What follows belongs to an exercise in optimizing a design on an open flow for small area, a short achievable clock period and few clock cycles per item; a production flow would make more cautious choices.
In this exercise RTL edits were held to simulation tests only and were not proved equivalent to the original.
Power figures rest on the tool's default switching activity, not on a simulated workload.

## design/flow/config.mk

```make
export PLATFORM = sky130hd
export DESIGN_NAME = AuctionSearch
export DESIGN_NICKNAME = AuctionSearch
export VERILOG_FILES = /design/flow/design.v
export SDC_FILE = /design/flow/constraint.sdc
export NUM_CORES = 4
export LEC_CHECK = 0
export CAP_MARGIN = 20
export CORE_MARGIN = 2
export CORE_UTILIZATION = 40
export PLACE_DENSITY = 0.6
export SLEW_MARGIN = 20
```

## design/flow/run.sh

```bash
#!/bin/bash
# synth_recipe.tcl (not shown) runs the flow's synth.tcl, then flattens the netlist and writes it again
# the make line also repeats each setting of config.mk as NAME=value (left out here)
make -C /OpenROAD-flow-scripts/flow DESIGN_CONFIG=/design/flow/config.mk WORK_HOME=/design/flow/orfs CLKGATE_MAP_FILE= SYNTH_SCRIPT=/design/flow/synth_recipe.tcl finish
```

## design/flow/design.v

```verilog
module ProcessingElement(
  input         clock,
  input         reset,
  input  [7:0]  io_price,
  output [10:0] io_agentIdx,
  output        io_rewardIn_ready,
  input         io_rewardIn_valid,
  input  [7:0]  io_rewardIn_bits_reward,
  input  [10:0] io_rewardIn_bits_idx,
  input         io_rewardIn_bits_last,
  input         io_PEResultOut_ready,
  output        io_PEResultOut_valid,
  output [7:0]  io_PEResultOut_bits_benefit,
  output [7:0]  io_PEResultOut_bits_oldPrice,
  output [10:0] io_PEResultOut_bits_id,
  output        io_PEResultOut_bits_last
);
  reg [7:0] s1_last;  
  reg [7:0] s1_reward;  
  reg [7:0] s1_idx;  
  reg  s1_valid;  
  reg [7:0] s2_price;  
  reg [7:0] s2_idx;  
  reg  s2_last;  
  reg  s2_valid;  
  reg [7:0] s2_reward;  
  reg [7:0] s3_benefit;  
  reg [7:0] s3_oldPrice;  
  reg  s3_valid;  
  reg [7:0] s3_last;  
  reg [7:0] s3_idx;  
  wire  stall = ~io_PEResultOut_ready;  
  wire  fire = io_rewardIn_ready & io_rewardIn_valid;  
  wire [10:0] _GEN_2 = fire ? io_rewardIn_bits_idx : {{3'd0}, s1_idx};  
  wire [8:0] _diff_T = {1'b0,$signed(s2_reward)};  
  wire [8:0] _diff_T_1 = {1'b0,$signed(s2_price)};  
  wire [8:0] diff = $signed(_diff_T) - $signed(_diff_T_1);  
  wire [10:0] _GEN_9 = ~stall ? _GEN_2 : {{3'd0}, s1_idx};  
  wire [7:0] _GEN_14 = ~stall ? s1_last : {{7'd0}, s2_last};  
  assign io_agentIdx = stall ? {3'd0, s1_idx} : io_rewardIn_bits_idx;
  assign io_rewardIn_ready = ~stall;  
  assign io_PEResultOut_valid = s3_valid;  
  assign io_PEResultOut_bits_benefit = s3_benefit;  
  assign io_PEResultOut_bits_oldPrice = s3_oldPrice;  
  assign io_PEResultOut_bits_id = {{3'd0}, s3_idx};  
  assign io_PEResultOut_bits_last = s3_last[0];  
  always @(posedge clock) begin
    if (reset) begin  
      s1_last <= 8'h0;  
    end else if (~stall) begin  
      if (fire) begin  
        s1_last <= {{7'd0}, io_rewardIn_bits_last};  
      end
    end
    if (reset) begin  
      s1_reward <= 8'h0;  
    end else if (~stall) begin  
      if (fire) begin  
        s1_reward <= io_rewardIn_bits_reward;  
      end
    end
    if (reset) begin  
      s1_idx <= 8'h0;  
    end else begin
      s1_idx <= _GEN_9[7:0];
    end
    if (reset) begin  
      s1_valid <= 1'h0;  
    end else if (~stall) begin  
      s1_valid <= fire;  
    end
    if (reset) begin  
      s2_price <= 8'h0;  
    end else if (~stall) begin  
      s2_price <= io_price;  
    end
    if (reset) begin  
      s2_idx <= 8'h0;  
    end else if (~stall) begin  
      s2_idx <= s1_idx;  
    end
    if (reset) begin  
      s2_last <= 1'h0;  
    end else begin
      s2_last <= _GEN_14[0];
    end
    if (reset) begin  
      s2_valid <= 1'h0;  
    end else if (~stall) begin  
      s2_valid <= s1_valid;  
    end
    if (reset) begin  
      s2_reward <= 8'h0;  
    end else if (~stall) begin  
      s2_reward <= s1_reward;  
    end
    if (reset) begin  
      s3_benefit <= 8'h0;  
    end else if (~stall) begin  
      if (diff[8]) begin  
        s3_benefit <= 8'h0;
      end else begin
        s3_benefit <= diff[7:0];
      end
    end
    if (reset) begin  
      s3_oldPrice <= 8'h0;  
    end else if (~stall) begin  
      s3_oldPrice <= s2_price;  
    end
    if (reset) begin  
      s3_valid <= 1'h0;  
    end else if (~stall) begin  
      s3_valid <= s2_valid;  
    end
    if (reset) begin  
      s3_last <= 8'h0;  
    end else if (~stall) begin  
      s3_last <= {{7'd0}, s2_last};  
    end
    if (reset) begin  
      s3_idx <= 8'h0;  
    end else if (~stall) begin  
      s3_idx <= s2_idx;  
    end
  end
endmodule
module SearchTask(
  input         clock,
  input         reset,
  output        io_benefitIn_0_ready,
  input         io_benefitIn_0_valid,
  input  [7:0]  io_benefitIn_0_bits_benefit,
  input  [7:0]  io_benefitIn_0_bits_oldPrice,
  input  [10:0] io_benefitIn_0_bits_id,
  input         io_benefitIn_0_bits_last,
  output        io_benefitIn_1_ready,
  input         io_benefitIn_1_valid,
  input  [7:0]  io_benefitIn_1_bits_benefit,
  input  [7:0]  io_benefitIn_1_bits_oldPrice,
  input  [10:0] io_benefitIn_1_bits_id,
  output        io_benefitIn_2_ready,
  input         io_benefitIn_2_valid,
  input  [7:0]  io_benefitIn_2_bits_benefit,
  input  [7:0]  io_benefitIn_2_bits_oldPrice,
  input  [10:0] io_benefitIn_2_bits_id,
  output        io_benefitIn_3_ready,
  input         io_benefitIn_3_valid,
  input  [7:0]  io_benefitIn_3_bits_benefit,
  input  [7:0]  io_benefitIn_3_bits_oldPrice,
  input  [10:0] io_benefitIn_3_bits_id,
  output        io_benefitIn_4_ready,
  input         io_benefitIn_4_valid,
  input  [7:0]  io_benefitIn_4_bits_benefit,
  input  [7:0]  io_benefitIn_4_bits_oldPrice,
  input  [10:0] io_benefitIn_4_bits_id,
  output        io_benefitIn_5_ready,
  input         io_benefitIn_5_valid,
  input  [7:0]  io_benefitIn_5_bits_benefit,
  input  [7:0]  io_benefitIn_5_bits_oldPrice,
  input  [10:0] io_benefitIn_5_bits_id,
  output        io_benefitIn_6_ready,
  input         io_benefitIn_6_valid,
  input  [7:0]  io_benefitIn_6_bits_benefit,
  input  [7:0]  io_benefitIn_6_bits_oldPrice,
  input  [10:0] io_benefitIn_6_bits_id,
  output        io_benefitIn_7_ready,
  input         io_benefitIn_7_valid,
  input  [7:0]  io_benefitIn_7_bits_benefit,
  input  [7:0]  io_benefitIn_7_bits_oldPrice,
  input  [10:0] io_benefitIn_7_bits_id,
  input         io_resultOut_ready,
  output        io_resultOut_valid,
  output [10:0] io_resultOut_bits_winner,
  output [7:0]  io_resultOut_bits_bid
);
  reg  s_valid_0;  
  reg  s_valid_1;  
  reg  s_valid_2;  
  reg  s_valid_3;  
  reg  s_last_0;  
  reg  s_last_1;  
  reg  s_last_2;  
  reg  s_last_3;  
  reg [7:0] compRegs_0_0_benefit;  
  reg [10:0] compRegs_0_0_id;  
  reg [7:0] compRegs_0_0_runningBid;  
  reg [7:0] compRegs_0_0_oldPrice;  
  reg [7:0] compRegs_0_1_benefit;  
  reg [10:0] compRegs_0_1_id;  
  reg [7:0] compRegs_0_1_runningBid;  
  reg [7:0] compRegs_0_1_oldPrice;  
  reg [7:0] compRegs_0_2_benefit;  
  reg [10:0] compRegs_0_2_id;  
  reg [7:0] compRegs_0_2_runningBid;  
  reg [7:0] compRegs_0_2_oldPrice;  
  reg [7:0] compRegs_0_3_benefit;  
  reg [10:0] compRegs_0_3_id;  
  reg [7:0] compRegs_0_3_runningBid;  
  reg [7:0] compRegs_0_3_oldPrice;  
  reg [7:0] compRegs_0_4_benefit;  
  reg [10:0] compRegs_0_4_id;  
  reg [7:0] compRegs_0_4_runningBid;  
  reg [7:0] compRegs_0_4_oldPrice;  
  reg [7:0] compRegs_0_5_benefit;  
  reg [10:0] compRegs_0_5_id;  
  reg [7:0] compRegs_0_5_runningBid;  
  reg [7:0] compRegs_0_5_oldPrice;  
  reg [7:0] compRegs_0_6_benefit;  
  reg [10:0] compRegs_0_6_id;  
  reg [7:0] compRegs_0_6_runningBid;  
  reg [7:0] compRegs_0_6_oldPrice;  
  reg [7:0] compRegs_0_7_benefit;  
  reg [10:0] compRegs_0_7_id;  
  reg [7:0] compRegs_0_7_runningBid;  
  reg [7:0] compRegs_0_7_oldPrice;  
  reg [7:0] compRegs_1_0_benefit;  
  reg [10:0] compRegs_1_0_id;  
  reg [7:0] compRegs_1_0_runningBid;  
  reg [7:0] compRegs_1_0_oldPrice;  
  reg [7:0] compRegs_1_1_benefit;  
  reg [10:0] compRegs_1_1_id;  
  reg [7:0] compRegs_1_1_runningBid;  
  reg [7:0] compRegs_1_1_oldPrice;  
  reg [7:0] compRegs_1_2_benefit;  
  reg [10:0] compRegs_1_2_id;  
  reg [7:0] compRegs_1_2_runningBid;  
  reg [7:0] compRegs_1_2_oldPrice;  
  reg [7:0] compRegs_1_3_benefit;  
  reg [10:0] compRegs_1_3_id;  
  reg [7:0] compRegs_1_3_runningBid;  
  reg [7:0] compRegs_1_3_oldPrice;  
  reg [7:0] compRegs_2_0_benefit;  
  reg [10:0] compRegs_2_0_id;  
  reg [7:0] compRegs_2_0_runningBid;  
  reg [7:0] compRegs_2_0_oldPrice;  
  reg [7:0] compRegs_2_1_benefit;  
  reg [10:0] compRegs_2_1_id;  
  reg [7:0] compRegs_2_1_runningBid;  
  reg [7:0] compRegs_2_1_oldPrice;  
  reg [7:0] compRegs_3_0_benefit;  
  reg [10:0] compRegs_3_0_id;  
  reg [7:0] compRegs_3_0_runningBid;  
  reg [7:0] compRegs_3_0_oldPrice;  
  reg [7:0] slast_runningWinner_benefit;  
  reg [10:0] slast_runningWinner_id;  
  reg [7:0] slast_runningWinner_runningBid;  
  reg [7:0] slast_runningWinner_oldPrice;  
  reg  slast_valid;  
  reg  slast_last;  
  wire  stall = ~io_resultOut_ready & slast_valid;  
  wire  _fire_T = io_benefitIn_0_ready & io_benefitIn_0_valid;  
  wire  _fire_T_1 = io_benefitIn_1_ready & io_benefitIn_1_valid;  
  wire  _fire_T_2 = io_benefitIn_2_ready & io_benefitIn_2_valid;  
  wire  _fire_T_3 = io_benefitIn_3_ready & io_benefitIn_3_valid;  
  wire  _fire_T_4 = io_benefitIn_4_ready & io_benefitIn_4_valid;  
  wire  _fire_T_5 = io_benefitIn_5_ready & io_benefitIn_5_valid;  
  wire  _fire_T_6 = io_benefitIn_6_ready & io_benefitIn_6_valid;  
  wire  _fire_T_7 = io_benefitIn_7_ready & io_benefitIn_7_valid;  
  wire  fire = _fire_T | _fire_T_1 | _fire_T_2 | _fire_T_3 | _fire_T_4 | _fire_T_5 | _fire_T_6 | _fire_T_7;  
  wire [7:0] hypoBid = compRegs_0_0_benefit - compRegs_0_1_benefit;  
  wire [7:0] hypoBid_1 = compRegs_0_1_benefit - compRegs_0_0_benefit;  
  wire [7:0] hypoBid_2 = compRegs_0_2_benefit - compRegs_0_3_benefit;  
  wire [7:0] hypoBid_3 = compRegs_0_3_benefit - compRegs_0_2_benefit;  
  wire [7:0] hypoBid_4 = compRegs_0_4_benefit - compRegs_0_5_benefit;  
  wire [7:0] hypoBid_5 = compRegs_0_5_benefit - compRegs_0_4_benefit;  
  wire [7:0] hypoBid_6 = compRegs_0_6_benefit - compRegs_0_7_benefit;  
  wire [7:0] hypoBid_7 = compRegs_0_7_benefit - compRegs_0_6_benefit;  
  wire [7:0] hypoBid_8 = compRegs_1_0_benefit - compRegs_1_1_benefit;  
  wire [7:0] hypoBid_9 = compRegs_1_1_benefit - compRegs_1_0_benefit;  
  wire [7:0] hypoBid_10 = compRegs_1_2_benefit - compRegs_1_3_benefit;  
  wire [7:0] hypoBid_11 = compRegs_1_3_benefit - compRegs_1_2_benefit;  
  wire [7:0] hypoBid_12 = compRegs_2_0_benefit - compRegs_2_1_benefit;  
  wire [7:0] hypoBid_13 = compRegs_2_1_benefit - compRegs_2_0_benefit;  
  wire [7:0] hypoBid_14 = compRegs_3_0_benefit - slast_runningWinner_benefit;  
  wire [7:0] _slast_runningWinner_runningBid_T_1 = hypoBid_14 < compRegs_3_0_runningBid ? hypoBid_14 :
    compRegs_3_0_runningBid;  
  wire [7:0] hypoBid_15 = slast_runningWinner_benefit - compRegs_3_0_benefit;  
  wire [7:0] _slast_runningWinner_runningBid_T_3 = hypoBid_15 < slast_runningWinner_runningBid ? hypoBid_15 :
    slast_runningWinner_runningBid;  
  wire [7:0] _io_resultOut_bits_bid_T_1 = slast_runningWinner_oldPrice + 8'h1;  
  wire [7:0] _io_resultOut_bits_bid_T_3 = slast_runningWinner_runningBid + slast_runningWinner_oldPrice;  
  wire [7:0] _GEN_152 = slast_runningWinner_benefit == 8'h0 ? 8'h0 : _io_resultOut_bits_bid_T_3;  
  assign io_benefitIn_0_ready = ~stall;  
  assign io_benefitIn_1_ready = ~stall;  
  assign io_benefitIn_2_ready = ~stall;  
  assign io_benefitIn_3_ready = ~stall;  
  assign io_benefitIn_4_ready = ~stall;  
  assign io_benefitIn_5_ready = ~stall;  
  assign io_benefitIn_6_ready = ~stall;  
  assign io_benefitIn_7_ready = ~stall;  
  assign io_resultOut_valid = slast_valid & slast_last;  
  assign io_resultOut_bits_winner = slast_runningWinner_id;  
  assign io_resultOut_bits_bid = slast_runningWinner_runningBid == 8'h0 & slast_runningWinner_benefit > 8'h0 ?
    _io_resultOut_bits_bid_T_1 : _GEN_152;  
  always @(posedge clock) begin
    if (reset) begin  
      s_valid_0 <= 1'h0;  
    end else if (~stall) begin  
      s_valid_0 <= fire;  
    end
    if (reset) begin  
      s_valid_1 <= 1'h0;  
    end else if (~stall) begin  
      s_valid_1 <= s_valid_0;  
    end
    if (reset) begin  
      s_valid_2 <= 1'h0;  
    end else if (~stall) begin  
      s_valid_2 <= s_valid_1;  
    end
    if (reset) begin  
      s_valid_3 <= 1'h0;  
    end else if (~stall) begin  
      s_valid_3 <= s_valid_2;  
    end
    if (reset) begin  
      s_last_0 <= 1'h0;  
    end else if (~stall) begin  
      if (fire) begin  
        s_last_0 <= io_benefitIn_0_bits_last;  
      end
    end
    if (reset) begin  
      s_last_1 <= 1'h0;  
    end else if (~stall) begin  
      s_last_1 <= s_last_0;  
    end
    if (reset) begin  
      s_last_2 <= 1'h0;  
    end else if (~stall) begin  
      s_last_2 <= s_last_1;  
    end
    if (reset) begin  
      s_last_3 <= 1'h0;  
    end else if (~stall) begin  
      s_last_3 <= s_last_2;  
    end
    if (reset) begin  
      compRegs_0_0_benefit <= 8'h0;  
    end else if (~stall) begin  
      if (fire) begin  
        if (_fire_T) begin  
          compRegs_0_0_benefit <= io_benefitIn_0_bits_benefit;  
        end else begin
          compRegs_0_0_benefit <= 8'h0;  
        end
      end
    end
    if (reset) begin  
      compRegs_0_0_id <= 11'h0;  
    end else if (~stall) begin  
      if (fire) begin  
        compRegs_0_0_id <= io_benefitIn_0_bits_id;  
      end
    end
    if (reset) begin  
      compRegs_0_0_runningBid <= 8'h0;  
    end else if (~stall) begin  
      if (fire) begin  
        compRegs_0_0_runningBid <= 8'hff;  
      end
    end
    if (reset) begin  
      compRegs_0_0_oldPrice <= 8'h0;  
    end else if (~stall) begin  
      if (fire) begin  
        compRegs_0_0_oldPrice <= io_benefitIn_0_bits_oldPrice;  
      end
    end
    if (reset) begin  
      compRegs_0_1_benefit <= 8'h0;  
    end else if (~stall) begin  
      if (fire) begin  
        if (_fire_T_1) begin  
          compRegs_0_1_benefit <= io_benefitIn_1_bits_benefit;  
        end else begin
          compRegs_0_1_benefit <= 8'h0;  
        end
      end
    end
    if (reset) begin  
      compRegs_0_1_id <= 11'h0;  
    end else if (~stall) begin  
      if (fire) begin  
        compRegs_0_1_id <= io_benefitIn_1_bits_id;  
      end
    end
    if (reset) begin  
      compRegs_0_1_runningBid <= 8'h0;  
    end else if (~stall) begin  
      if (fire) begin  
        compRegs_0_1_runningBid <= 8'hff;  
      end
    end
    if (reset) begin  
      compRegs_0_1_oldPrice <= 8'h0;  
    end else if (~stall) begin  
      if (fire) begin  
        compRegs_0_1_oldPrice <= io_benefitIn_1_bits_oldPrice;  
      end
    end
    if (reset) begin  
      compRegs_0_2_benefit <= 8'h0;  
    end else if (~stall) begin  
      if (fire) begin  
        if (_fire_T_2) begin  
          compRegs_0_2_benefit <= io_benefitIn_2_bits_benefit;  
        end else begin
          compRegs_0_2_benefit <= 8'h0;  
        end
      end
    end
    if (reset) begin  
      compRegs_0_2_id <= 11'h0;  
    end else if (~stall) begin  
      if (fire) begin  
        compRegs_0_2_id <= io_benefitIn_2_bits_id;  
      end
    end
    if (reset) begin  
      compRegs_0_2_runningBid <= 8'h0;  
    end else if (~stall) begin  
      if (fire) begin  
        compRegs_0_2_runningBid <= 8'hff;  
      end
    end
    if (reset) begin  
      compRegs_0_2_oldPrice <= 8'h0;  
    end else if (~stall) begin  
      if (fire) begin  
        compRegs_0_2_oldPrice <= io_benefitIn_2_bits_oldPrice;  
      end
    end
    if (reset) begin  
      compRegs_0_3_benefit <= 8'h0;  
    end else if (~stall) begin  
      if (fire) begin  
        if (_fire_T_3) begin  
          compRegs_0_3_benefit <= io_benefitIn_3_bits_benefit;  
        end else begin
          compRegs_0_3_benefit <= 8'h0;  
        end
      end
    end
    if (reset) begin  
      compRegs_0_3_id <= 11'h0;  
    end else if (~stall) begin  
      if (fire) begin  
        compRegs_0_3_id <= io_benefitIn_3_bits_id;  
      end
    end
    if (reset) begin  
      compRegs_0_3_runningBid <= 8'h0;  
    end else if (~stall) begin  
      if (fire) begin  
        compRegs_0_3_runningBid <= 8'hff;  
      end
    end
    if (reset) begin  
      compRegs_0_3_oldPrice <= 8'h0;  
    end else if (~stall) begin  
      if (fire) begin  
        compRegs_0_3_oldPrice <= io_benefitIn_3_bits_oldPrice;  
      end
    end
    if (reset) begin  
      compRegs_0_4_benefit <= 8'h0;  
    end else if (~stall) begin  
      if (fire) begin  
        if (_fire_T_4) begin  
          compRegs_0_4_benefit <= io_benefitIn_4_bits_benefit;  
        end else begin
          compRegs_0_4_benefit <= 8'h0;  
        end
      end
    end
    if (reset) begin  
      compRegs_0_4_id <= 11'h0;  
    end else if (~stall) begin  
      if (fire) begin  
        compRegs_0_4_id <= io_benefitIn_4_bits_id;  
      end
    end
    if (reset) begin  
      compRegs_0_4_runningBid <= 8'h0;  
    end else if (~stall) begin  
      if (fire) begin  
        compRegs_0_4_runningBid <= 8'hff;  
      end
    end
    if (reset) begin  
      compRegs_0_4_oldPrice <= 8'h0;  
    end else if (~stall) begin  
      if (fire) begin  
        compRegs_0_4_oldPrice <= io_benefitIn_4_bits_oldPrice;  
      end
    end
    if (reset) begin  
      compRegs_0_5_benefit <= 8'h0;  
    end else if (~stall) begin  
      if (fire) begin  
        if (_fire_T_5) begin  
          compRegs_0_5_benefit <= io_benefitIn_5_bits_benefit;  
        end else begin
          compRegs_0_5_benefit <= 8'h0;  
        end
      end
    end
    if (reset) begin  
      compRegs_0_5_id <= 11'h0;  
    end else if (~stall) begin  
      if (fire) begin  
        compRegs_0_5_id <= io_benefitIn_5_bits_id;  
      end
    end
    if (reset) begin  
      compRegs_0_5_runningBid <= 8'h0;  
    end else if (~stall) begin  
      if (fire) begin  
        compRegs_0_5_runningBid <= 8'hff;  
      end
    end
    if (reset) begin  
      compRegs_0_5_oldPrice <= 8'h0;  
    end else if (~stall) begin  
      if (fire) begin  
        compRegs_0_5_oldPrice <= io_benefitIn_5_bits_oldPrice;  
      end
    end
    if (reset) begin  
      compRegs_0_6_benefit <= 8'h0;  
    end else if (~stall) begin  
      if (fire) begin  
        if (_fire_T_6) begin  
          compRegs_0_6_benefit <= io_benefitIn_6_bits_benefit;  
        end else begin
          compRegs_0_6_benefit <= 8'h0;  
        end
      end
    end
    if (reset) begin  
      compRegs_0_6_id <= 11'h0;  
    end else if (~stall) begin  
      if (fire) begin  
        compRegs_0_6_id <= io_benefitIn_6_bits_id;  
      end
    end
    if (reset) begin  
      compRegs_0_6_runningBid <= 8'h0;  
    end else if (~stall) begin  
      if (fire) begin  
        compRegs_0_6_runningBid <= 8'hff;  
      end
    end
    if (reset) begin  
      compRegs_0_6_oldPrice <= 8'h0;  
    end else if (~stall) begin  
      if (fire) begin  
        compRegs_0_6_oldPrice <= io_benefitIn_6_bits_oldPrice;  
      end
    end
    if (reset) begin  
      compRegs_0_7_benefit <= 8'h0;  
    end else if (~stall) begin  
      if (fire) begin  
        if (_fire_T_7) begin  
          compRegs_0_7_benefit <= io_benefitIn_7_bits_benefit;  
        end else begin
          compRegs_0_7_benefit <= 8'h0;  
        end
      end
    end
    if (reset) begin  
      compRegs_0_7_id <= 11'h0;  
    end else if (~stall) begin  
      if (fire) begin  
        compRegs_0_7_id <= io_benefitIn_7_bits_id;  
      end
    end
    if (reset) begin  
      compRegs_0_7_runningBid <= 8'h0;  
    end else if (~stall) begin  
      if (fire) begin  
        compRegs_0_7_runningBid <= 8'hff;  
      end
    end
    if (reset) begin  
      compRegs_0_7_oldPrice <= 8'h0;  
    end else if (~stall) begin  
      if (fire) begin  
        compRegs_0_7_oldPrice <= io_benefitIn_7_bits_oldPrice;  
      end
    end
    if (reset) begin  
      compRegs_1_0_benefit <= 8'h0;  
    end else if (~stall) begin  
      if (compRegs_0_0_benefit >= compRegs_0_1_benefit) begin  
        compRegs_1_0_benefit <= compRegs_0_0_benefit;  
      end else begin
        compRegs_1_0_benefit <= compRegs_0_1_benefit;  
      end
    end
    if (reset) begin  
      compRegs_1_0_id <= 11'h0;  
    end else if (~stall) begin  
      if (compRegs_0_0_benefit >= compRegs_0_1_benefit) begin  
        compRegs_1_0_id <= compRegs_0_0_id;  
      end else begin
        compRegs_1_0_id <= compRegs_0_1_id;  
      end
    end
    if (reset) begin  
      compRegs_1_0_runningBid <= 8'h0;  
    end else if (~stall) begin  
      if (compRegs_0_0_benefit >= compRegs_0_1_benefit) begin  
        if (hypoBid < compRegs_0_0_runningBid) begin  
          compRegs_1_0_runningBid <= hypoBid;
        end else begin
          compRegs_1_0_runningBid <= compRegs_0_0_runningBid;
        end
      end else if (hypoBid_1 < compRegs_0_1_runningBid) begin  
        compRegs_1_0_runningBid <= hypoBid_1;
      end else begin
        compRegs_1_0_runningBid <= compRegs_0_1_runningBid;
      end
    end
    if (reset) begin  
      compRegs_1_0_oldPrice <= 8'h0;  
    end else if (~stall) begin  
      if (compRegs_0_0_benefit >= compRegs_0_1_benefit) begin  
        compRegs_1_0_oldPrice <= compRegs_0_0_oldPrice;  
      end else begin
        compRegs_1_0_oldPrice <= compRegs_0_1_oldPrice;  
      end
    end
    if (reset) begin  
      compRegs_1_1_benefit <= 8'h0;  
    end else if (~stall) begin  
      if (compRegs_0_2_benefit >= compRegs_0_3_benefit) begin  
        compRegs_1_1_benefit <= compRegs_0_2_benefit;  
      end else begin
        compRegs_1_1_benefit <= compRegs_0_3_benefit;  
      end
    end
    if (reset) begin  
      compRegs_1_1_id <= 11'h0;  
    end else if (~stall) begin  
      if (compRegs_0_2_benefit >= compRegs_0_3_benefit) begin  
        compRegs_1_1_id <= compRegs_0_2_id;  
      end else begin
        compRegs_1_1_id <= compRegs_0_3_id;  
      end
    end
    if (reset) begin  
      compRegs_1_1_runningBid <= 8'h0;  
    end else if (~stall) begin  
      if (compRegs_0_2_benefit >= compRegs_0_3_benefit) begin  
        if (hypoBid_2 < compRegs_0_2_runningBid) begin  
          compRegs_1_1_runningBid <= hypoBid_2;
        end else begin
          compRegs_1_1_runningBid <= compRegs_0_2_runningBid;
        end
      end else if (hypoBid_3 < compRegs_0_3_runningBid) begin  
        compRegs_1_1_runningBid <= hypoBid_3;
      end else begin
        compRegs_1_1_runningBid <= compRegs_0_3_runningBid;
      end
    end
    if (reset) begin  
      compRegs_1_1_oldPrice <= 8'h0;  
    end else if (~stall) begin  
      if (compRegs_0_2_benefit >= compRegs_0_3_benefit) begin  
        compRegs_1_1_oldPrice <= compRegs_0_2_oldPrice;  
      end else begin
        compRegs_1_1_oldPrice <= compRegs_0_3_oldPrice;  
      end
    end
    if (reset) begin  
      compRegs_1_2_benefit <= 8'h0;  
    end else if (~stall) begin  
      if (compRegs_0_4_benefit >= compRegs_0_5_benefit) begin  
        compRegs_1_2_benefit <= compRegs_0_4_benefit;  
      end else begin
        compRegs_1_2_benefit <= compRegs_0_5_benefit;  
      end
    end
    if (reset) begin  
      compRegs_1_2_id <= 11'h0;  
    end else if (~stall) begin  
      if (compRegs_0_4_benefit >= compRegs_0_5_benefit) begin  
        compRegs_1_2_id <= compRegs_0_4_id;  
      end else begin
        compRegs_1_2_id <= compRegs_0_5_id;  
      end
    end
    if (reset) begin  
      compRegs_1_2_runningBid <= 8'h0;  
    end else if (~stall) begin  
      if (compRegs_0_4_benefit >= compRegs_0_5_benefit) begin  
        if (hypoBid_4 < compRegs_0_4_runningBid) begin  
          compRegs_1_2_runningBid <= hypoBid_4;
        end else begin
          compRegs_1_2_runningBid <= compRegs_0_4_runningBid;
        end
      end else if (hypoBid_5 < compRegs_0_5_runningBid) begin  
        compRegs_1_2_runningBid <= hypoBid_5;
      end else begin
        compRegs_1_2_runningBid <= compRegs_0_5_runningBid;
      end
    end
    if (reset) begin  
      compRegs_1_2_oldPrice <= 8'h0;  
    end else if (~stall) begin  
      if (compRegs_0_4_benefit >= compRegs_0_5_benefit) begin  
        compRegs_1_2_oldPrice <= compRegs_0_4_oldPrice;  
      end else begin
        compRegs_1_2_oldPrice <= compRegs_0_5_oldPrice;  
      end
    end
    if (reset) begin  
      compRegs_1_3_benefit <= 8'h0;  
    end else if (~stall) begin  
      if (compRegs_0_6_benefit >= compRegs_0_7_benefit) begin  
        compRegs_1_3_benefit <= compRegs_0_6_benefit;  
      end else begin
        compRegs_1_3_benefit <= compRegs_0_7_benefit;  
      end
    end
    if (reset) begin  
      compRegs_1_3_id <= 11'h0;  
    end else if (~stall) begin  
      if (compRegs_0_6_benefit >= compRegs_0_7_benefit) begin  
        compRegs_1_3_id <= compRegs_0_6_id;  
      end else begin
        compRegs_1_3_id <= compRegs_0_7_id;  
      end
    end
    if (reset) begin  
      compRegs_1_3_runningBid <= 8'h0;  
    end else if (~stall) begin  
      if (compRegs_0_6_benefit >= compRegs_0_7_benefit) begin  
        if (hypoBid_6 < compRegs_0_6_runningBid) begin  
          compRegs_1_3_runningBid <= hypoBid_6;
        end else begin
          compRegs_1_3_runningBid <= compRegs_0_6_runningBid;
        end
      end else if (hypoBid_7 < compRegs_0_7_runningBid) begin  
        compRegs_1_3_runningBid <= hypoBid_7;
      end else begin
        compRegs_1_3_runningBid <= compRegs_0_7_runningBid;
      end
    end
    if (reset) begin  
      compRegs_1_3_oldPrice <= 8'h0;  
    end else if (~stall) begin  
      if (compRegs_0_6_benefit >= compRegs_0_7_benefit) begin  
        compRegs_1_3_oldPrice <= compRegs_0_6_oldPrice;  
      end else begin
        compRegs_1_3_oldPrice <= compRegs_0_7_oldPrice;  
      end
    end
    if (reset) begin  
      compRegs_2_0_benefit <= 8'h0;  
    end else if (~stall) begin  
      if (compRegs_1_0_benefit >= compRegs_1_1_benefit) begin  
        compRegs_2_0_benefit <= compRegs_1_0_benefit;  
      end else begin
        compRegs_2_0_benefit <= compRegs_1_1_benefit;  
      end
    end
    if (reset) begin  
      compRegs_2_0_id <= 11'h0;  
    end else if (~stall) begin  
      if (compRegs_1_0_benefit >= compRegs_1_1_benefit) begin  
        compRegs_2_0_id <= compRegs_1_0_id;  
      end else begin
        compRegs_2_0_id <= compRegs_1_1_id;  
      end
    end
    if (reset) begin  
      compRegs_2_0_runningBid <= 8'h0;  
    end else if (~stall) begin  
      if (compRegs_1_0_benefit >= compRegs_1_1_benefit) begin  
        if (hypoBid_8 < compRegs_1_0_runningBid) begin  
          compRegs_2_0_runningBid <= hypoBid_8;
        end else begin
          compRegs_2_0_runningBid <= compRegs_1_0_runningBid;
        end
      end else if (hypoBid_9 < compRegs_1_1_runningBid) begin  
        compRegs_2_0_runningBid <= hypoBid_9;
      end else begin
        compRegs_2_0_runningBid <= compRegs_1_1_runningBid;
      end
    end
    if (reset) begin  
      compRegs_2_0_oldPrice <= 8'h0;  
    end else if (~stall) begin  
      if (compRegs_1_0_benefit >= compRegs_1_1_benefit) begin  
        compRegs_2_0_oldPrice <= compRegs_1_0_oldPrice;  
      end else begin
        compRegs_2_0_oldPrice <= compRegs_1_1_oldPrice;  
      end
    end
    if (reset) begin  
      compRegs_2_1_benefit <= 8'h0;  
    end else if (~stall) begin  
      if (compRegs_1_2_benefit >= compRegs_1_3_benefit) begin  
        compRegs_2_1_benefit <= compRegs_1_2_benefit;  
      end else begin
        compRegs_2_1_benefit <= compRegs_1_3_benefit;  
      end
    end
    if (reset) begin  
      compRegs_2_1_id <= 11'h0;  
    end else if (~stall) begin  
      if (compRegs_1_2_benefit >= compRegs_1_3_benefit) begin  
        compRegs_2_1_id <= compRegs_1_2_id;  
      end else begin
        compRegs_2_1_id <= compRegs_1_3_id;  
      end
    end
    if (reset) begin  
      compRegs_2_1_runningBid <= 8'h0;  
    end else if (~stall) begin  
      if (compRegs_1_2_benefit >= compRegs_1_3_benefit) begin  
        if (hypoBid_10 < compRegs_1_2_runningBid) begin  
          compRegs_2_1_runningBid <= hypoBid_10;
        end else begin
          compRegs_2_1_runningBid <= compRegs_1_2_runningBid;
        end
      end else if (hypoBid_11 < compRegs_1_3_runningBid) begin  
        compRegs_2_1_runningBid <= hypoBid_11;
      end else begin
        compRegs_2_1_runningBid <= compRegs_1_3_runningBid;
      end
    end
    if (reset) begin  
      compRegs_2_1_oldPrice <= 8'h0;  
    end else if (~stall) begin  
      if (compRegs_1_2_benefit >= compRegs_1_3_benefit) begin  
        compRegs_2_1_oldPrice <= compRegs_1_2_oldPrice;  
      end else begin
        compRegs_2_1_oldPrice <= compRegs_1_3_oldPrice;  
      end
    end
    if (reset) begin  
      compRegs_3_0_benefit <= 8'h0;  
    end else if (~stall) begin  
      if (compRegs_2_0_benefit >= compRegs_2_1_benefit) begin  
        compRegs_3_0_benefit <= compRegs_2_0_benefit;  
      end else begin
        compRegs_3_0_benefit <= compRegs_2_1_benefit;  
      end
    end
    if (reset) begin  
      compRegs_3_0_id <= 11'h0;  
    end else if (~stall) begin  
      if (compRegs_2_0_benefit >= compRegs_2_1_benefit) begin  
        compRegs_3_0_id <= compRegs_2_0_id;  
      end else begin
        compRegs_3_0_id <= compRegs_2_1_id;  
      end
    end
    if (reset) begin  
      compRegs_3_0_runningBid <= 8'h0;  
    end else if (~stall) begin  
      if (compRegs_2_0_benefit >= compRegs_2_1_benefit) begin  
        if (hypoBid_12 < compRegs_2_0_runningBid) begin  
          compRegs_3_0_runningBid <= hypoBid_12;
        end else begin
          compRegs_3_0_runningBid <= compRegs_2_0_runningBid;
        end
      end else if (hypoBid_13 < compRegs_2_1_runningBid) begin  
        compRegs_3_0_runningBid <= hypoBid_13;
      end else begin
        compRegs_3_0_runningBid <= compRegs_2_1_runningBid;
      end
    end
    if (reset) begin  
      compRegs_3_0_oldPrice <= 8'h0;  
    end else if (~stall) begin  
      if (compRegs_2_0_benefit >= compRegs_2_1_benefit) begin  
        compRegs_3_0_oldPrice <= compRegs_2_0_oldPrice;  
      end else begin
        compRegs_3_0_oldPrice <= compRegs_2_1_oldPrice;  
      end
    end
    if (reset) begin  
      slast_runningWinner_benefit <= 8'h0;  
    end else if (~stall) begin  
      if (slast_last | ~slast_valid) begin  
        slast_runningWinner_benefit <= compRegs_3_0_benefit;  
      end else if (compRegs_3_0_benefit > slast_runningWinner_benefit) begin  
        slast_runningWinner_benefit <= compRegs_3_0_benefit;  
      end
    end
    if (reset) begin  
      slast_runningWinner_id <= 11'h0;  
    end else if (~stall) begin  
      if (slast_last | ~slast_valid) begin  
        slast_runningWinner_id <= compRegs_3_0_id;  
      end else if (compRegs_3_0_benefit > slast_runningWinner_benefit) begin  
        slast_runningWinner_id <= compRegs_3_0_id;  
      end
    end
    if (reset) begin  
      slast_runningWinner_runningBid <= 8'h0;  
    end else if (~stall) begin  
      if (slast_last | ~slast_valid) begin  
        slast_runningWinner_runningBid <= compRegs_3_0_runningBid;  
      end else if (compRegs_3_0_benefit > slast_runningWinner_benefit) begin  
        slast_runningWinner_runningBid <= _slast_runningWinner_runningBid_T_1;  
      end else begin
        slast_runningWinner_runningBid <= _slast_runningWinner_runningBid_T_3;  
      end
    end
    if (reset) begin  
      slast_runningWinner_oldPrice <= 8'h0;  
    end else if (~stall) begin  
      if (slast_last | ~slast_valid) begin  
        slast_runningWinner_oldPrice <= compRegs_3_0_oldPrice;  
      end else if (compRegs_3_0_benefit > slast_runningWinner_benefit) begin  
        slast_runningWinner_oldPrice <= compRegs_3_0_oldPrice;  
      end
    end
    if (reset) begin  
      slast_valid <= 1'h0;  
    end else if (~stall) begin  
      slast_valid <= s_valid_3;  
    end
    if (reset) begin  
      slast_last <= 1'h0;  
    end else if (~stall) begin  
      slast_last <= s_last_3;  
    end
  end
endmodule
module AuctionSearch(
  input         clock,
  input         reset,
  output        io_rewardIn_0_ready,
  input         io_rewardIn_0_valid,
  input  [7:0]  io_rewardIn_0_reward,
  input  [10:0] io_rewardIn_0_idx,
  input         io_rewardIn_0_last,
  output [10:0] io_agentIdx_0,
  input  [7:0]  io_price_0,
  output        io_rewardIn_1_ready,
  input         io_rewardIn_1_valid,
  input  [7:0]  io_rewardIn_1_reward,
  input  [10:0] io_rewardIn_1_idx,
  output [10:0] io_agentIdx_1,
  input  [7:0]  io_price_1,
  output        io_rewardIn_2_ready,
  input         io_rewardIn_2_valid,
  input  [7:0]  io_rewardIn_2_reward,
  input  [10:0] io_rewardIn_2_idx,
  output [10:0] io_agentIdx_2,
  input  [7:0]  io_price_2,
  output        io_rewardIn_3_ready,
  input         io_rewardIn_3_valid,
  input  [7:0]  io_rewardIn_3_reward,
  input  [10:0] io_rewardIn_3_idx,
  output [10:0] io_agentIdx_3,
  input  [7:0]  io_price_3,
  output        io_rewardIn_4_ready,
  input         io_rewardIn_4_valid,
  input  [7:0]  io_rewardIn_4_reward,
  input  [10:0] io_rewardIn_4_idx,
  output [10:0] io_agentIdx_4,
  input  [7:0]  io_price_4,
  output        io_rewardIn_5_ready,
  input         io_rewardIn_5_valid,
  input  [7:0]  io_rewardIn_5_reward,
  input  [10:0] io_rewardIn_5_idx,
  output [10:0] io_agentIdx_5,
  input  [7:0]  io_price_5,
  output        io_rewardIn_6_ready,
  input         io_rewardIn_6_valid,
  input  [7:0]  io_rewardIn_6_reward,
  input  [10:0] io_rewardIn_6_idx,
  output [10:0] io_agentIdx_6,
  input  [7:0]  io_price_6,
  output        io_rewardIn_7_ready,
  input         io_rewardIn_7_valid,
  input  [7:0]  io_rewardIn_7_reward,
  input  [10:0] io_rewardIn_7_idx,
  output [10:0] io_agentIdx_7,
  input  [7:0]  io_price_7,
  input         io_resultOut_ready,
  output        io_resultOut_valid,
  output [10:0] io_resultOut_winner,
  output [7:0]  io_resultOut_bid
);
  wire        pe0_valid;
  wire [7:0]  pe0_benefit;
  wire [7:0]  pe0_oldPrice;
  wire [10:0] pe0_id;
  wire        pe0_last;
  wire        pe0_ready;
  wire        pe1_valid;
  wire [7:0]  pe1_benefit;
  wire [7:0]  pe1_oldPrice;
  wire [10:0] pe1_id;
  wire        pe1_last;
  wire        pe1_ready;
  wire        pe2_valid;
  wire [7:0]  pe2_benefit;
  wire [7:0]  pe2_oldPrice;
  wire [10:0] pe2_id;
  wire        pe2_last;
  wire        pe2_ready;
  wire        pe3_valid;
  wire [7:0]  pe3_benefit;
  wire [7:0]  pe3_oldPrice;
  wire [10:0] pe3_id;
  wire        pe3_last;
  wire        pe3_ready;
  wire        pe4_valid;
  wire [7:0]  pe4_benefit;
  wire [7:0]  pe4_oldPrice;
  wire [10:0] pe4_id;
  wire        pe4_last;
  wire        pe4_ready;
  wire        pe5_valid;
  wire [7:0]  pe5_benefit;
  wire [7:0]  pe5_oldPrice;
  wire [10:0] pe5_id;
  wire        pe5_last;
  wire        pe5_ready;
  wire        pe6_valid;
  wire [7:0]  pe6_benefit;
  wire [7:0]  pe6_oldPrice;
  wire [10:0] pe6_id;
  wire        pe6_last;
  wire        pe6_ready;
  wire        pe7_valid;
  wire [7:0]  pe7_benefit;
  wire [7:0]  pe7_oldPrice;
  wire [10:0] pe7_id;
  wire        pe7_last;
  wire        pe7_ready;
  ProcessingElement pes_0 (
    .clock(clock),
    .reset(reset),
    .io_price(io_price_0),
    .io_agentIdx(io_agentIdx_0),
    .io_rewardIn_ready(io_rewardIn_0_ready),
    .io_rewardIn_valid(io_rewardIn_0_valid),
    .io_rewardIn_bits_reward(io_rewardIn_0_reward),
    .io_rewardIn_bits_idx(io_rewardIn_0_idx),
    .io_rewardIn_bits_last(io_rewardIn_0_last),
    .io_PEResultOut_ready(pe0_ready),
    .io_PEResultOut_valid(pe0_valid),
    .io_PEResultOut_bits_benefit(pe0_benefit),
    .io_PEResultOut_bits_oldPrice(pe0_oldPrice),
    .io_PEResultOut_bits_id(pe0_id),
    .io_PEResultOut_bits_last(pe0_last)
  );
  ProcessingElement pes_1 (
    .clock(clock),
    .reset(reset),
    .io_price(io_price_1),
    .io_agentIdx(io_agentIdx_1),
    .io_rewardIn_ready(io_rewardIn_1_ready),
    .io_rewardIn_valid(io_rewardIn_1_valid),
    .io_rewardIn_bits_reward(io_rewardIn_1_reward),
    .io_rewardIn_bits_idx(io_rewardIn_1_idx),
    .io_rewardIn_bits_last(1'b0),
    .io_PEResultOut_ready(pe1_ready),
    .io_PEResultOut_valid(pe1_valid),
    .io_PEResultOut_bits_benefit(pe1_benefit),
    .io_PEResultOut_bits_oldPrice(pe1_oldPrice),
    .io_PEResultOut_bits_id(pe1_id),
    .io_PEResultOut_bits_last(pe1_last)
  );
  ProcessingElement pes_2 (
    .clock(clock),
    .reset(reset),
    .io_price(io_price_2),
    .io_agentIdx(io_agentIdx_2),
    .io_rewardIn_ready(io_rewardIn_2_ready),
    .io_rewardIn_valid(io_rewardIn_2_valid),
    .io_rewardIn_bits_reward(io_rewardIn_2_reward),
    .io_rewardIn_bits_idx(io_rewardIn_2_idx),
    .io_rewardIn_bits_last(1'b0),
    .io_PEResultOut_ready(pe2_ready),
    .io_PEResultOut_valid(pe2_valid),
    .io_PEResultOut_bits_benefit(pe2_benefit),
    .io_PEResultOut_bits_oldPrice(pe2_oldPrice),
    .io_PEResultOut_bits_id(pe2_id),
    .io_PEResultOut_bits_last(pe2_last)
  );
  ProcessingElement pes_3 (
    .clock(clock),
    .reset(reset),
    .io_price(io_price_3),
    .io_agentIdx(io_agentIdx_3),
    .io_rewardIn_ready(io_rewardIn_3_ready),
    .io_rewardIn_valid(io_rewardIn_3_valid),
    .io_rewardIn_bits_reward(io_rewardIn_3_reward),
    .io_rewardIn_bits_idx(io_rewardIn_3_idx),
    .io_rewardIn_bits_last(1'b0),
    .io_PEResultOut_ready(pe3_ready),
    .io_PEResultOut_valid(pe3_valid),
    .io_PEResultOut_bits_benefit(pe3_benefit),
    .io_PEResultOut_bits_oldPrice(pe3_oldPrice),
    .io_PEResultOut_bits_id(pe3_id),
    .io_PEResultOut_bits_last(pe3_last)
  );
  ProcessingElement pes_4 (
    .clock(clock),
    .reset(reset),
    .io_price(io_price_4),
    .io_agentIdx(io_agentIdx_4),
    .io_rewardIn_ready(io_rewardIn_4_ready),
    .io_rewardIn_valid(io_rewardIn_4_valid),
    .io_rewardIn_bits_reward(io_rewardIn_4_reward),
    .io_rewardIn_bits_idx(io_rewardIn_4_idx),
    .io_rewardIn_bits_last(1'b0),
    .io_PEResultOut_ready(pe4_ready),
    .io_PEResultOut_valid(pe4_valid),
    .io_PEResultOut_bits_benefit(pe4_benefit),
    .io_PEResultOut_bits_oldPrice(pe4_oldPrice),
    .io_PEResultOut_bits_id(pe4_id),
    .io_PEResultOut_bits_last(pe4_last)
  );
  ProcessingElement pes_5 (
    .clock(clock),
    .reset(reset),
    .io_price(io_price_5),
    .io_agentIdx(io_agentIdx_5),
    .io_rewardIn_ready(io_rewardIn_5_ready),
    .io_rewardIn_valid(io_rewardIn_5_valid),
    .io_rewardIn_bits_reward(io_rewardIn_5_reward),
    .io_rewardIn_bits_idx(io_rewardIn_5_idx),
    .io_rewardIn_bits_last(1'b0),
    .io_PEResultOut_ready(pe5_ready),
    .io_PEResultOut_valid(pe5_valid),
    .io_PEResultOut_bits_benefit(pe5_benefit),
    .io_PEResultOut_bits_oldPrice(pe5_oldPrice),
    .io_PEResultOut_bits_id(pe5_id),
    .io_PEResultOut_bits_last(pe5_last)
  );
  ProcessingElement pes_6 (
    .clock(clock),
    .reset(reset),
    .io_price(io_price_6),
    .io_agentIdx(io_agentIdx_6),
    .io_rewardIn_ready(io_rewardIn_6_ready),
    .io_rewardIn_valid(io_rewardIn_6_valid),
    .io_rewardIn_bits_reward(io_rewardIn_6_reward),
    .io_rewardIn_bits_idx(io_rewardIn_6_idx),
    .io_rewardIn_bits_last(1'b0),
    .io_PEResultOut_ready(pe6_ready),
    .io_PEResultOut_valid(pe6_valid),
    .io_PEResultOut_bits_benefit(pe6_benefit),
    .io_PEResultOut_bits_oldPrice(pe6_oldPrice),
    .io_PEResultOut_bits_id(pe6_id),
    .io_PEResultOut_bits_last(pe6_last)
  );
  ProcessingElement pes_7 (
    .clock(clock),
    .reset(reset),
    .io_price(io_price_7),
    .io_agentIdx(io_agentIdx_7),
    .io_rewardIn_ready(io_rewardIn_7_ready),
    .io_rewardIn_valid(io_rewardIn_7_valid),
    .io_rewardIn_bits_reward(io_rewardIn_7_reward),
    .io_rewardIn_bits_idx(io_rewardIn_7_idx),
    .io_rewardIn_bits_last(1'b0),
    .io_PEResultOut_ready(pe7_ready),
    .io_PEResultOut_valid(pe7_valid),
    .io_PEResultOut_bits_benefit(pe7_benefit),
    .io_PEResultOut_bits_oldPrice(pe7_oldPrice),
    .io_PEResultOut_bits_id(pe7_id),
    .io_PEResultOut_bits_last(pe7_last)
  );
  SearchTask search (
    .clock(clock),
    .reset(reset),
    .io_benefitIn_0_ready(pe0_ready),
    .io_benefitIn_0_valid(pe0_valid),
    .io_benefitIn_0_bits_benefit(pe0_benefit),
    .io_benefitIn_0_bits_oldPrice(pe0_oldPrice),
    .io_benefitIn_0_bits_id(pe0_id),
    .io_benefitIn_0_bits_last(pe0_last),
    .io_benefitIn_1_ready(pe1_ready),
    .io_benefitIn_1_valid(pe1_valid),
    .io_benefitIn_1_bits_benefit(pe1_benefit),
    .io_benefitIn_1_bits_oldPrice(pe1_oldPrice),
    .io_benefitIn_1_bits_id(pe1_id),
    .io_benefitIn_2_ready(pe2_ready),
    .io_benefitIn_2_valid(pe2_valid),
    .io_benefitIn_2_bits_benefit(pe2_benefit),
    .io_benefitIn_2_bits_oldPrice(pe2_oldPrice),
    .io_benefitIn_2_bits_id(pe2_id),
    .io_benefitIn_3_ready(pe3_ready),
    .io_benefitIn_3_valid(pe3_valid),
    .io_benefitIn_3_bits_benefit(pe3_benefit),
    .io_benefitIn_3_bits_oldPrice(pe3_oldPrice),
    .io_benefitIn_3_bits_id(pe3_id),
    .io_benefitIn_4_ready(pe4_ready),
    .io_benefitIn_4_valid(pe4_valid),
    .io_benefitIn_4_bits_benefit(pe4_benefit),
    .io_benefitIn_4_bits_oldPrice(pe4_oldPrice),
    .io_benefitIn_4_bits_id(pe4_id),
    .io_benefitIn_5_ready(pe5_ready),
    .io_benefitIn_5_valid(pe5_valid),
    .io_benefitIn_5_bits_benefit(pe5_benefit),
    .io_benefitIn_5_bits_oldPrice(pe5_oldPrice),
    .io_benefitIn_5_bits_id(pe5_id),
    .io_benefitIn_6_ready(pe6_ready),
    .io_benefitIn_6_valid(pe6_valid),
    .io_benefitIn_6_bits_benefit(pe6_benefit),
    .io_benefitIn_6_bits_oldPrice(pe6_oldPrice),
    .io_benefitIn_6_bits_id(pe6_id),
    .io_benefitIn_7_ready(pe7_ready),
    .io_benefitIn_7_valid(pe7_valid),
    .io_benefitIn_7_bits_benefit(pe7_benefit),
    .io_benefitIn_7_bits_oldPrice(pe7_oldPrice),
    .io_benefitIn_7_bits_id(pe7_id),
    .io_resultOut_ready(io_resultOut_ready),
    .io_resultOut_valid(io_resultOut_valid),
    .io_resultOut_bits_winner(io_resultOut_winner),
    .io_resultOut_bits_bid(io_resultOut_bid)
  );
endmodule
```

## design/flow/constraint.sdc

```tcl
create_clock -name core_clock -period 4.0 [get_ports {clock}]
set_input_delay 0.8000 -clock core_clock [delete_from_list [all_inputs] [get_ports {clock}]]
set_output_delay 0.8000 -clock core_clock [all_outputs]
set_load 0.01 [all_outputs]
```

==> run notes <==
-- layout by cell type (no fill, tap or decap), types with 13 or more instances in the layout --
master	n
nand4_1	16
o21a_1	20
or2_2	13
a21o_1	55
nor2_1	413
nor2b_1	53
clkbuf_1	19
a211oi_1	204
a22oi_1	90
a32o_1	18
nand3_1	69
xnor2_1	89
clkdlybuf4s50_1	336
a221oi_1	33
ha_1	304
inv_1	294
clkbuf_16	108
buf_4	108
nor3_1	27
nand2_1	1578
clkbuf_8	27
fa_1	25
nand3b_1	14
o211ai_1	15
xor2_1	42
o22ai_1	18
buf_12	18
clkinv_2	22
a21oi_1	863
and2_1	46
o21ai_0	85
dfxtp_1	995
mux2i_1	163
-- how the worst min path moves through the flow --
stage / start / to
after global placement: pes_6.s3_oldPrice[0] / search.compRegs_0_6_oldPrice[0]
after CTS: pes_7.s3_oldPrice[6] / search.compRegs_0_7_oldPrice[6]
after global routing: pes_7.s3_oldPrice[6] / search.compRegs_0_7_oldPrice[6]
final: pes_7.s3_oldPrice[6] / search.compRegs_0_7_oldPrice[6]
after floorplan: search.compRegs_2_1_runningBid[7] / search.compRegs_2_1_runningBid[7]
after detailed placement: pes_6.s3_benefit[4] / pes_6.s3_benefit[4]
-- stage by stage --
| stage | setup slack, ns | std cells | power, µW | hold slack, ns |
|---|---|---|---|---|
| final | 0.246 | 8002 | 24000 | 0.425 |
| after floorplan | 0.202 | 6127 | 12600 | 0.426 |
| after global placement | 0.337 | 7796 | 13600 | 0.438 |
| after global routing | 0.0210 | 8000 | 24900 | 0.432 |
| after detailed placement | 0.275 | 7796 | 13700 | 0.443 |
| after CTS | 0.0161 | 7998 | 24200 | 0.412 |
-- report_power, final --
part / switching, µW / internal [µW]
Combinational: 1650 / 1260
Clock: 4240 / 6270
Sequential: 251 / 10300
Total: 6140 / 17800
-- final cells by class --
type,instances,area (µm²)
antenna,2,5.00
timing repair buffer,466,4580
tap,1612,2020
fill,12100,62700
multi-input combinational,4426,25700
clock buffer,154,3150
sequential,998,20000
inverter,296,1120
clock inverter,48,638
-- cell usage after synthesis (14+ instances only) --
library cell  count
a211oi_1        204
nand3_1          69
xor2_1           42
a221oi_1         33
a21oi_1         865
a32o_1           18
o21ai_0          87
dfxtp_1         998
nand3b_1         14
inv_1           295
o22ai_1          18
and2_1           46
nand4_1          16
nor3_1           27
a22oi_1          90
nand2_1        1579
buf_2            41
o21a_1           20
a21o_1           55
mux2i_1         163
ha_1            304
nor2b_1          54
xnor2_1          89
clkbuf_1        340
fa_1             25
nor2_1          415
o211ai_1         15
-- cell families after synthesis --
family | after synthesis | synth area share
AO/OA/AOI/OAI | 1517 | 0.192
XOR/XNOR | 131 | 0.0238
adder cells (fa/ha/maj) | 329 | 0.0891
buffers and inverters | 703 | 0.0570
flip-flops | 998 | 0.414
multiplexers | 165 | 0.0342
other | 1 | 0.0000776
AND/OR/NAND/NOR | 2281 | 0.191
-- worst max-delay path: cells and delay by family (launching register included) --
family	cells	cell delay [ns]
flops	1	0.36
buf+inv	1	0.30
simple gates	1	0.05
fa+ha+maj	2	0.63
xor+xnor	1	0.13
compound gates	5	0.79
-- routing by layer --
metal  routed length [µm]  part of all wire
met4                 3620             0.026
met5                   92           0.00066
met2                63200              0.46
met3                 5800             0.042
met1                65600              0.47
-- timing repair --
action	CTS	global route
resized for setup	4	9
hold buffers	0	0
buffers inserted	0	2
setup endpoints to repair	2	20
endpoints found under the hold margin	0	0
pin swaps	0	1
==> impl_metrics.json <==
{
  "outcome": "timing/DRC/antenna clean",
  "yosysSeqAreaShare": 0.414,
  "drt_wl_total_um": 138000,
  "crit_path_start": "search.slast_runningWinner_oldPrice[0]",
  "start_kind": "flip-flop",
  "path_max_fanout": 7,
  "rows": 127,
  "grt_pass1_wl_um": 218000,
  "hold_depth": 2,
  "period_share": 0.939,
  "end_kind": "primary output",
  "ctsLongestPathBuffers": 3,
  "die_y_um": 352,
  "drive_gt1_frac": 0.0570,
  "rsz0062_at_grt": "no",
  "ff2ff_path_depth": 15,
  "cts-root-buf": "clkbuf_16",
  "crit_path_end": "io_resultOut_bid[6]",
  "core_region_area_um2": 120000,
  "critPathKind": "reg -> out",
  "wl_per_cell_um": 17.3,
  "yosysTopAreaCell": "dfxtp_1",
  "tns_ns": 0,
  "syn_area_um2": 48300,
  "grt_use_met3": 0.0304,
  "synthTopCellsByArea": "dfxtp_1, nand2_1, a21oi_1",
  "async_reset_ff_frac": 0,
  "place_area_um2": 53300,
  "nets": 6852,
  "areaGrowthSynthToFinish_pct": 18.3,
  "use_met2": 0.357,
  "synth_warnings": 2,
  "r2r_end": "search.compRegs_1_0_runningBid[5]",
  "globalRoute.busiestLayer": "met2",
  "r2r-start": "search.compRegs_0_1_benefit[0]",
  "netlist_instances": 6125,
  "p_per_area_nw_per_um2": 419,
  "clkTransAtPathRegs_ns": 0.06,
  "setup_viol": 0,
  "clk_latency_ns": 0.70,
  "crit_chain": "ha_1 > fa_1 > a21o_1 > a21oi_2 > o21bai_1 > a21oi_1 > xnor2_1 > nor2_1 > a211oi_1 > dlygate4sd2_1",
  "worstHoldPathType": "reg -> reg",
  "grt_pass1_vias": 39200,
  "max_freq_ghz": 0.266,
  "grtUsageMet1": 0.302,
  "antenna_found_initial": 7,
  "synth_area_per_cell_um2": 7.89,
  "firstDrtPassIters": 8,
  "dieArea_um2": 124000,
  "p_leak_uw": 0.0226,
  "clock_sinks": 998,
  "skew_ns": 0.0468,
  "io_buffers": 340,
  "routabilityCongestion": 0.917,
  "hpwl_um": 100000,
  "numCtsBuffers": 107,
  "ir_drop_v": 0.000317,
  "grt-ovfl-total": 0,
  "design_area_um2": 57200,
  "ys_ff_latch": 998,
  "cpPeakStageDelay_ns": 0.40,
  "fin_util": 0.477,
  "relSlewSlack": 0.143,
  "cts_tree": "done",
  "netlist.area_leader.share": 0.414,
  "tightest_slew_ns": 1.29,
  "yosys_most_used_dff": "dfxtp_1",
  "viasPerCell": 5.16,
  "critPathArrivalTime_ns": 2.95,
  "die_w_um": 352,
  "pin_count": 344,
  "drcViolationCount": 0,
  "vias": 41300,
  "r2r_slack_ns": 0.28,
  "slew_violations": 0,
  "post-route-min-period_ns": 3.75,
  "grt_max_degree": 215,
  "drv_cap": 0,
  "initial_core_util": 0.403,
  "synth_edf_count": 0,
  "postRouteAntennaNets": 0,
  "grt_use_total": 0.220,
  "hold_viol": 0,
  "cts_max_level": 3,
  "drt_iter0_drc": 2566,
  "ys_types": 79,
  "required_ns": 3.20,
  "cp_slowest_cell": "fa_1"
}
Testbench counts, summed over its fixed seeds: cycles 66,811, rounds 5,813.

what the ideal ports hide:
The flow's constraints put no driver on any port. The routed layout listed below was extracted and timed again, unchanged, in two steps.
Step 1 assumes that a clkbuf_16 drives the clock port and a buf_2 every other input.
Step 2 times the ports against the registers' clock, not the clock port: input delays grow and output delays shrink by t, the midpoint of the rising clock arrivals with the driver on.
Slacks: ideal / step 1 / step 2; pairs: ideal / step 1.
t (ns): 0.754
setup slack, ns: 0.246 / 0.170 / 0.276
worst data-port slew with drivers (ns): 0.11
After both steps this run still meets setup and hold. For this run, drivers alone change the setup slack by -0.076 ns; drivers and shift together by +0.030 ns.
